This design comes from an exercise in tuning for small area on the open sky130 flow, not from production work.
Where RTL was checked, it was by simulation tests only, not by an equivalence proof against the original.
The flow treats the clock pin as an ideal source, which a real chip does not have.

==> 02-19 <==
## FIR_FILTER
module FIR_FILTER (clk, rst, data_valid, data, fir_valid, fir_d);
Settings: LEC_CHECK=0, CAP_MARGIN=20, CORE_MARGIN=2, CORE_UTILIZATION=60, GPL_TIMING_DRIVEN=0, SLEW_MARGIN=20, SYNTH_HIERARCHICAL=1; clock period 15.0 ns.
standard.sh (not shown) runs the stock make flow with config.mk's settings and CLKGATE_MAP_FILE= SYNTH_SCRIPT=/design/flow/synth_recipe.tcl, a recipe that flattens the netlist after the stock synthesis.
==> flow/flow/run.sh <==
#!/bin/bash
# The standard layout, run stage by stage:
# - floorplan: pre-CTS setup repair only for paths worse than -3 ns (the clock skew
#   added after CTS gives the adder paths into the output register more time)
# - CTS: no dummy loads, sink clusters of up to 10 flops on clkbuf_4, then
#   flow/skew.tcl delays the output register's clock and repairs timing
# - port buffers: buf_1
set -euo pipefail
here=$(pwd)
export CTS_ARGS="-sink_clustering_enable -repair_clock_nets -buf_list sky130_fd_sc_hd__clkbuf_4 -sink_clustering_size 10 -sink_clustering_max_diameter 60 -dont_use_dummy_load"
export BUFFER_PORTS_ARGS="-buffer_cell sky130_fd_sc_hd__buf_1"
export SKEW_MIN_BIT=7
export SKEW_CELLS="dlygate4sd3_1 dlygate4sd3_1 dlygate4sd3_1 clkbuf_8"
SETUP_SLACK_MARGIN=-3 bash standard.sh floorplan > floorplan.log 2>&1
bash standard.sh place > place.log 2>&1
SKIP_CTS_REPAIR_TIMING=1 POST_CTS_TCL=$here/flow/skew.tcl bash standard.sh cts > cts.log 2>&1
bash standard.sh > finish.log 2>&1
==> flow/flow/skew.tcl <==
# Post-CTS hook: delay the clock of the output register r (its D inputs end the
# long adder paths; its Q outputs only feed the output ports through a short
# incrementer). Useful skew on the register-to-register paths into r.
set block [ord::get_db_block]
set db [ord::get_db]
set rinsts {}
set nr 0
set minbit [expr {[info exists ::env(SKEW_MIN_BIT)] ? $::env(SKEW_MIN_BIT) : 0}]
foreach inst [$block getInsts] {
  if {[regexp {^r\\?\[(\d+)\\?\]\$_DFF_P_$} [$inst getName] -> bit]} {
    incr nr
    if {$bit >= $minbit} { lappend rinsts $inst }
  }
}
puts "skew: delaying [llength $rinsts] of $nr output-register flops"
if {$nr != 16} { error "skew: expected 16 output-register flops" }
set srcnet [[[lindex $rinsts 0] findITerm CLK] getNet]
set sx 0; set sy 0
foreach r $rinsts { set loc [$r getLocation]; set sx [expr {$sx + [lindex $loc 0]}]; set sy [expr {$sy + [lindex $loc 1]}] }
set cx [expr {int($sx / [llength $rinsts])}]
set cy [expr {int($sy / [llength $rinsts])}]
set prev $srcnet
set i 0
foreach c $::env(SKEW_CELLS) {
  set m [$db findMaster sky130_fd_sc_hd__$c]
  set inst [odb::dbInst_create $block $m "skew_dly_$i"]
  set net [odb::dbNet_create $block "skew_net_$i"]
  $net setSigType CLOCK
  [$inst findITerm A] connect $prev
  [$inst findITerm X] connect $net
  $inst setLocation $cx $cy
  $inst setPlacementStatus PLACED
  set prev $net
  incr i
}
foreach r $rinsts {
  set it [$r findITerm CLK]
  $it disconnect
  $it connect $prev
}
global_connect
detailed_placement
estimate_parasitics -placement
report_clock_skew
repair_timing_helper
detailed_placement
check_placement -verbose
estimate_parasitics -placement
report_checks -path_delay max -format end
report_checks -path_delay min -format end
==> inputs of 02-18, as changes to 02-19 <==
--- a/flow/flow/run.sh
+++ b/flow/flow/run.sh
@@ -9,7 +9,6 @@
 here=$(pwd)
 export CTS_ARGS="-sink_clustering_enable -repair_clock_nets -buf_list sky130_fd_sc_hd__clkbuf_4 -sink_clustering_size 10 -sink_clustering_max_diameter 60 -dont_use_dummy_load"
 export BUFFER_PORTS_ARGS="-buffer_cell sky130_fd_sc_hd__buf_1"
-export SKEW_MIN_BIT=7
 export SKEW_CELLS="dlygate4sd3_1 dlygate4sd3_1 dlygate4sd3_1 clkbuf_8"
 SETUP_SLACK_MARGIN=-3 bash standard.sh floorplan > floorplan.log 2>&1
 bash standard.sh place > place.log 2>&1
==> flow_summary.toml <==
[outcome]
status = "finished clean"

[setup_path]
crit_cells = 41
cp.required_ns = 17.50
crit_buf_inv = 5

[global_route]
grt_usage = 0.3210

[final_layout]
multi_input_area_um2 = 22070

[timing]
period_share = 0.9705
fmaxAchievable_mhz = 68.69

[clock_tree]
clk_latency_ns = 2.61

[power_and_ir_drop]
(the above is from 02-18)
==> flow_summary.toml <==
[timing]
fmaxAchievable_mhz = 71.66
period_share = 0.9303

[outcome]
status = "finished clean"

[final_layout]
multi_input_area_um2 = 22070

[setup_path]
crit_buf_inv = 2
(the above is from 02-19)

---

==> inputs of run M <==
Another version of the RTL of FIR_FILTER (not shown whole).
==> flow/config.mk <==
export PLATFORM = sky130hd
export DESIGN_NAME = FIR_FILTER
export DESIGN_NICKNAME = FIR_FILTER
export VERILOG_FILES = /design/flow/design.v
export SDC_FILE = /design/flow/constraint.sdc
export NUM_CORES = 4
export LEC_CHECK = 0
export CAP_MARGIN = 20
export CORE_MARGIN = 2
export CORE_UTILIZATION = 60
export GPL_TIMING_DRIVEN = 0
export SLEW_MARGIN = 20
export SYNTH_HIERARCHICAL = 1
==> flow/constraint.sdc <==
create_clock -name core_clock -period 15.0 [get_ports {clk}]
set_input_delay 3.0000 -clock core_clock [delete_from_list [all_inputs] [get_ports {clk}]]
set_output_delay 3.0000 -clock core_clock [all_outputs]
set_load 0.01 [all_outputs]
==> flow/flow/run.sh <==
#!/bin/bash
# The standard layout, run stage by stage:
# - floorplan: pre-CTS setup repair only for paths worse than -3 ns (the clock skew
#   added after CTS gives the adder paths into the output register more time)
# - CTS: no dummy loads, sink clusters of up to 10 flops on clkbuf_4, then
#   flow/skew.tcl delays the output register's clock and repairs timing
# - port buffers: buf_1
set -euo pipefail
here=$(pwd)
export CTS_ARGS="-sink_clustering_enable -repair_clock_nets -buf_list sky130_fd_sc_hd__clkbuf_4 -sink_clustering_size 12 -sink_clustering_max_diameter 40 -dont_use_dummy_load"
export BUFFER_PORTS_ARGS="-buffer_cell sky130_fd_sc_hd__buf_1"
export SKEW_CELLS="dlygate4sd3_1 dlygate4sd3_1 dlygate4sd3_1 clkbuf_8"
SETUP_SLACK_MARGIN=-3 bash standard.sh floorplan > floorplan.log 2>&1
bash standard.sh place > place.log 2>&1
SKIP_CTS_REPAIR_TIMING=1 POST_CTS_TCL=$here/flow/skew.tcl bash standard.sh cts > cts.log 2>&1
bash standard.sh > finish.log 2>&1
Other scripts of this flow, unchanged in this note and not shown: flow/flow/skew.tcl
==> run C (differences from run M) <==
--- a/flow/flow/run.sh
+++ b/flow/flow/run.sh
@@ -7,7 +7,7 @@
 # - port buffers: buf_1
 set -euo pipefail
 here=$(pwd)
-export CTS_ARGS="-sink_clustering_enable -repair_clock_nets -buf_list sky130_fd_sc_hd__clkbuf_4 -sink_clustering_size 12 -sink_clustering_max_diameter 40 -dont_use_dummy_load"
+export CTS_ARGS="-sink_clustering_enable -repair_clock_nets -buf_list sky130_fd_sc_hd__clkbuf_4 -sink_clustering_size 10 -sink_clustering_max_diameter 60 -dont_use_dummy_load"
 export BUFFER_PORTS_ARGS="-buffer_cell sky130_fd_sc_hd__buf_1"
 export SKEW_CELLS="dlygate4sd3_1 dlygate4sd3_1 dlygate4sd3_1 clkbuf_8"
 SETUP_SLACK_MARGIN=-3 bash standard.sh floorplan > floorplan.log 2>&1
==> impl_metrics.py <==
metrics = {
    "status": {
        "outcome": "finished clean",
    },
    "detailed_routing": {
        "drtIter0Drc": 1283,
        "drt-vias-per-instance": 5.62,
    },
    "setup_path": {
        "critPathBufInv": 0,
    },
    "timing": {
        "setup_ws_ns": 0.585,
        "whs_ns": 0.0321,
    },
    "layout": {
        "fillers": 4032,
        "multi_input_area_share_pct": 63.3,
    },
}
[end of results for run M]
==> impl_metrics.py <==
metrics = {
    "status": {
        "outcome": "finished clean",
    },
    "global_route": {
        "grt_util_all_layers_pct": 32.4,
    },
    "layout": {
        "fillers": 4023,
    },
    "timing": {
        "whs_ns": 0.0276,
    },
    "setup_path": {
        "crit_path_start_kind": "flop",
    },
    "logic_synthesis": {
        "seq_area_frac_synth_pct": 32.2,
    },
    "detailed_routing": {
        "drtIter0Drc": 1240,
    },
}
[end of results for run C]

---

==> build 74: inputs <==
FIR_FILTER, a different RTL version from the one above (not shown whole).
make LEC_CHECK=0 CAP_MARGIN=20 CORE_MARGIN=2 CORE_UTILIZATION=65 CTS_BUF_LIST=sky130_fd_sc_hd__clkbuf_4 GPL_TIMING_DRIVEN=0 SLEW_MARGIN=20 SYNTH_HIERARCHICAL=1 finish   # period 15.0 ns
run.sh (not shown) runs the stock make flow with config.mk's settings and CLKGATE_MAP_FILE= SYNTH_SCRIPT=/design/flow/synth_recipe.tcl, a recipe that flattens the netlist after the stock synthesis.
Stock flow here: none of the scripts above is used.
==> inputs of build 81, as changes to build 74 <==
==> flow/flow/run.sh (new file) <==
#!/bin/bash
set -euo pipefail
export CTS_ARGS="-sink_clustering_enable -repair_clock_nets -buf_list sky130_fd_sc_hd__clkbuf_4 -dont_use_dummy_load"
bash standard.sh > standard.log 2>&1
==> flow/standard.sh (new file) <==
#!/bin/bash
# synth_recipe.tcl (not shown) runs the flow's synth.tcl, then flattens the netlist and writes it again
# the make line also repeats each setting of config.mk as NAME=value (left out here)
make -C /OpenROAD-flow-scripts/flow DESIGN_CONFIG=/design/flow/config.mk WORK_HOME=/design/flow/orfs CLKGATE_MAP_FILE= SYNTH_SCRIPT=/design/flow/synth_recipe.tcl "${@:-finish}"
removed: flow/run.sh
==> notes.md <==
Avg WL per Cell=33.2 microns; run status=no timing/DRC/antenna violations; fill count=3255; met1 GRT Util=0.515; Hold Path Origin=x24[15]$_DFF_P_; Layout area overhead=6.78%; first-pass GRT wire length=134000 microns; transition time at the pin with the least slew margin=between 0.6 and 0.7 ns; Worst-path clk slew=roughly 0.070 ns; top sig layer=met5; skew final=0.119 ns
That was build 81.
==> notes.md <==
Hold Path Origin=x31[0]$_DFF_P_; Worst-path clk slew=0.09 ns; Avg WL per Cell=33.2 microns; top sig layer=met4; Layout area overhead=8.59%; first-pass GRT wire length=138000 microns; fill count=3140; skew final=0.0841 ns; run status=no timing/DRC/antenna violations; Tapcell Cnt=680; transition time at the pin with the least slew margin=0.666 ns; met1 GRT Util=0.526
That was build 74.

---

==> v39 <==
Another version of the RTL of FIR_FILTER (not shown whole).
Settings: LEC_CHECK=0, CAP_MARGIN=20, CORE_MARGIN=2, CORE_UTILIZATION=60, GPL_TIMING_DRIVEN=0, SLEW_MARGIN=20, SYNTH_HIERARCHICAL=1; clock period 15.0 ns.
standard.sh (not shown) runs the stock make flow with config.mk's settings and CLKGATE_MAP_FILE= SYNTH_SCRIPT=/design/flow/synth_recipe.tcl, a recipe that flattens the netlist after the stock synthesis.
==> flow/flow/run.sh <==
#!/bin/bash
# The standard layout, run stage by stage:
# - floorplan: pre-CTS setup repair only for paths worse than -3 ns (the clock skew
#   added after CTS gives the adder paths into the output register more time)
# - CTS: no dummy loads, sink clusters of up to 10 flops on clkbuf_4, then
#   flow/skew.tcl delays the output register's clock and repairs timing
# - port buffers: buf_1
set -euo pipefail
here=$(pwd)
export CTS_ARGS="-sink_clustering_enable -repair_clock_nets -buf_list sky130_fd_sc_hd__clkbuf_4 -sink_clustering_size 10 -sink_clustering_max_diameter 60 -dont_use_dummy_load"
export BUFFER_PORTS_ARGS="-buffer_cell sky130_fd_sc_hd__buf_1"
export SKEW_CELLS="dlygate4sd3_1 dlygate4sd3_1 dlygate4sd3_1 clkbuf_4"
SETUP_SLACK_MARGIN=-3 bash standard.sh floorplan > floorplan.log 2>&1
bash standard.sh place > place.log 2>&1
SKIP_CTS_REPAIR_TIMING=1 POST_CTS_TCL=$here/flow/skew.tcl bash standard.sh cts > cts.log 2>&1
bash standard.sh > finish.log 2>&1
==> flow/flow/skew.tcl <==
# Post-CTS hook: delay the clock of the output register r (its D inputs end the
# long adder paths; its Q outputs only feed the output ports through a short
# incrementer). Useful skew on the register-to-register paths into r.
set block [ord::get_db_block]
set db [ord::get_db]
set rinsts {}
foreach inst [$block getInsts] {
  if {[regexp {^r\[\d+\]\$_DFF_P_$} [$inst getName]]} { lappend rinsts $inst }
}
puts "skew: [llength $rinsts] output-register flops"
set srcnet [[[lindex $rinsts 0] findITerm CLK] getNet]
set sx 0; set sy 0
foreach r $rinsts { set loc [$r getLocation]; set sx [expr {$sx + [lindex $loc 0]}]; set sy [expr {$sy + [lindex $loc 1]}] }
set cx [expr {int($sx / [llength $rinsts])}]
set cy [expr {int($sy / [llength $rinsts])}]
set prev $srcnet
set i 0
foreach c $::env(SKEW_CELLS) {
  set m [$db findMaster sky130_fd_sc_hd__$c]
  set inst [odb::dbInst_create $block $m "skew_dly_$i"]
  set net [odb::dbNet_create $block "skew_net_$i"]
  $net setSigType CLOCK
  [$inst findITerm A] connect $prev
  [$inst findITerm X] connect $net
  $inst setLocation $cx $cy
  $inst setPlacementStatus PLACED
  set prev $net
  incr i
}
foreach r $rinsts {
  set it [$r findITerm CLK]
  $it disconnect
  $it connect $prev
}
global_connect
detailed_placement
estimate_parasitics -placement
report_clock_skew
repair_timing_helper
detailed_placement
check_placement -verbose
estimate_parasitics -placement
report_checks -path_delay max -format end
report_checks -path_delay min -format end
==> inputs of v22, as changes to v39 <==
==> flow/flow/run.sh (replaced) <==
#!/bin/bash
set -euo pipefail
export CTS_ARGS="-sink_clustering_enable -repair_clock_nets -buf_list sky130_fd_sc_hd__clkbuf_8 -sink_clustering_size 14 -sink_clustering_max_diameter 80 -dont_use_dummy_load"
export BUFFER_PORTS_ARGS="-buffer_cell sky130_fd_sc_hd__buf_1"
bash standard.sh > standard.log 2>&1
removed: flow/flow/skew.tcl
==> impl_metrics.ini <==
[outcome]
status = no timing/DRC/antenna violations

[placed_design]
post-place-ws_ns = -0.0838

[drt]
dr_wl_met3_mm = 12.4
wl_mm = 89.4

[setup_path]
cp.depth = 36

[synth]
synth.distinct_cells = 34
(the above is from v22)
==> impl_metrics.ini <==
[outcome]
lastStage = clock tree synthesis (4_1_cts)
status = did not finish
tool.error = Error: cts.tcl, 90 Empty command name ""

[placed_design]
post-place-ws_ns = -0.0838

[synth]
synth_xor_area_share_pct = 0.494
synth.distinct_cells = 34
yosysMostFrequentCell = fa_1

[die]
start_util_pct = 61.0
(the above is from v39)

---

==> run a: inputs <==
Another version of the RTL of FIR_FILTER (not shown whole).
make LEC_CHECK=0 CAP_MARGIN=20 CORE_MARGIN=2 CORE_UTILIZATION=55 CTS_BUF_LIST=sky130_fd_sc_hd__clkbuf_8 CTS_CLUSTER_SIZE=30 SLEW_MARGIN=20 SYNTH_HIERARCHICAL=1 finish   # period 15.0 ns
run.sh (not shown) runs the stock make flow with config.mk's settings and CLKGATE_MAP_FILE= SYNTH_SCRIPT=/design/flow/synth_recipe.tcl, a recipe that flattens the netlist after the stock synthesis.
Stock flow here: none of the scripts above is used.
==> run b (differences from run a) <==
CORE_UTILIZATION = 40   (was 55)
CTS_BUF_LIST = unset   (was sky130_fd_sc_hd__clkbuf_8)
CTS_CLUSTER_SIZE = unset   (was 30)
==> notes.md <==
- Worst hold slack: run a is lower than run b (0.029 ns).
- Of run b and run a, run a has the higher clock skew (gap 0.029 ns).
- Between run b and run a, the lower sequential share of layout area is in run b (gap 0.40 points).
- Against run b, the count of clock-buffer cells in the layout of run a is higher by 37.
- Synthesized cell count is the same in run a and run b.
- Against run a, the utilization of run b is lower by 16 points.
- Flip-flop and latch count is the same in run b and run a.
No run of this note included a check of the RTL's function; only the layout flow was run.

==> static timing again, ports no longer ideal <==
The flow's constraints put no driver on any port. The routed layouts listed below were extracted and timed again, unchanged, in two steps.
Step 1 assumes that a clkbuf_16 drives the clock port and a buf_2 every other input.
Step 2, shift: input delay + t, output delay - t, t = (earliest + latest rising clock arrival at the registers) / 2. This alone moves slack from input paths to output paths.
a / b / c = no drivers / after step 1 / after step 2; a / b = the first two.
run	t (ns)	setup WS [ns]	worst setup path at the end	clock arrival spread, ns	worst data-port slew with drivers (ns)
02-19	1.713	1.045 / 1.045 / 1.045	register to register	1.870 / 1.870	0.03
02-18	1.722	0.442 / 0.442 / 0.442	register to register	1.872 / 1.871	0.03
run M	1.701	0.585 / 0.585 / 0.585	register to register	1.807 / 1.807	0.04
run C	1.726	0.228 / 0.228 / 0.228	register to register	1.854 / 1.855	0.05
build 74	0.989	0.303 / 0.303 / 0.303	register to register	0.085 / 0.084	0.05
build 81	0.964	0.317 / 0.317 / 0.317	register to register	0.140 / 0.141	0.04
v22	0.704	0.359 / 0.359 / 0.359	register to register	0.087 / 0.087	0.03
run a	0.750	0.862 / 0.862 / 0.862	register to register	0.063 / 0.063	0.04
run b	0.735	0.938 / 0.938 / 0.938	register to register	0.024 / 0.024	0.08
Clock arrivals are far apart in 02-19, 02-18, run M and run C, so t is only a midpoint there and step 2 fits no single register.
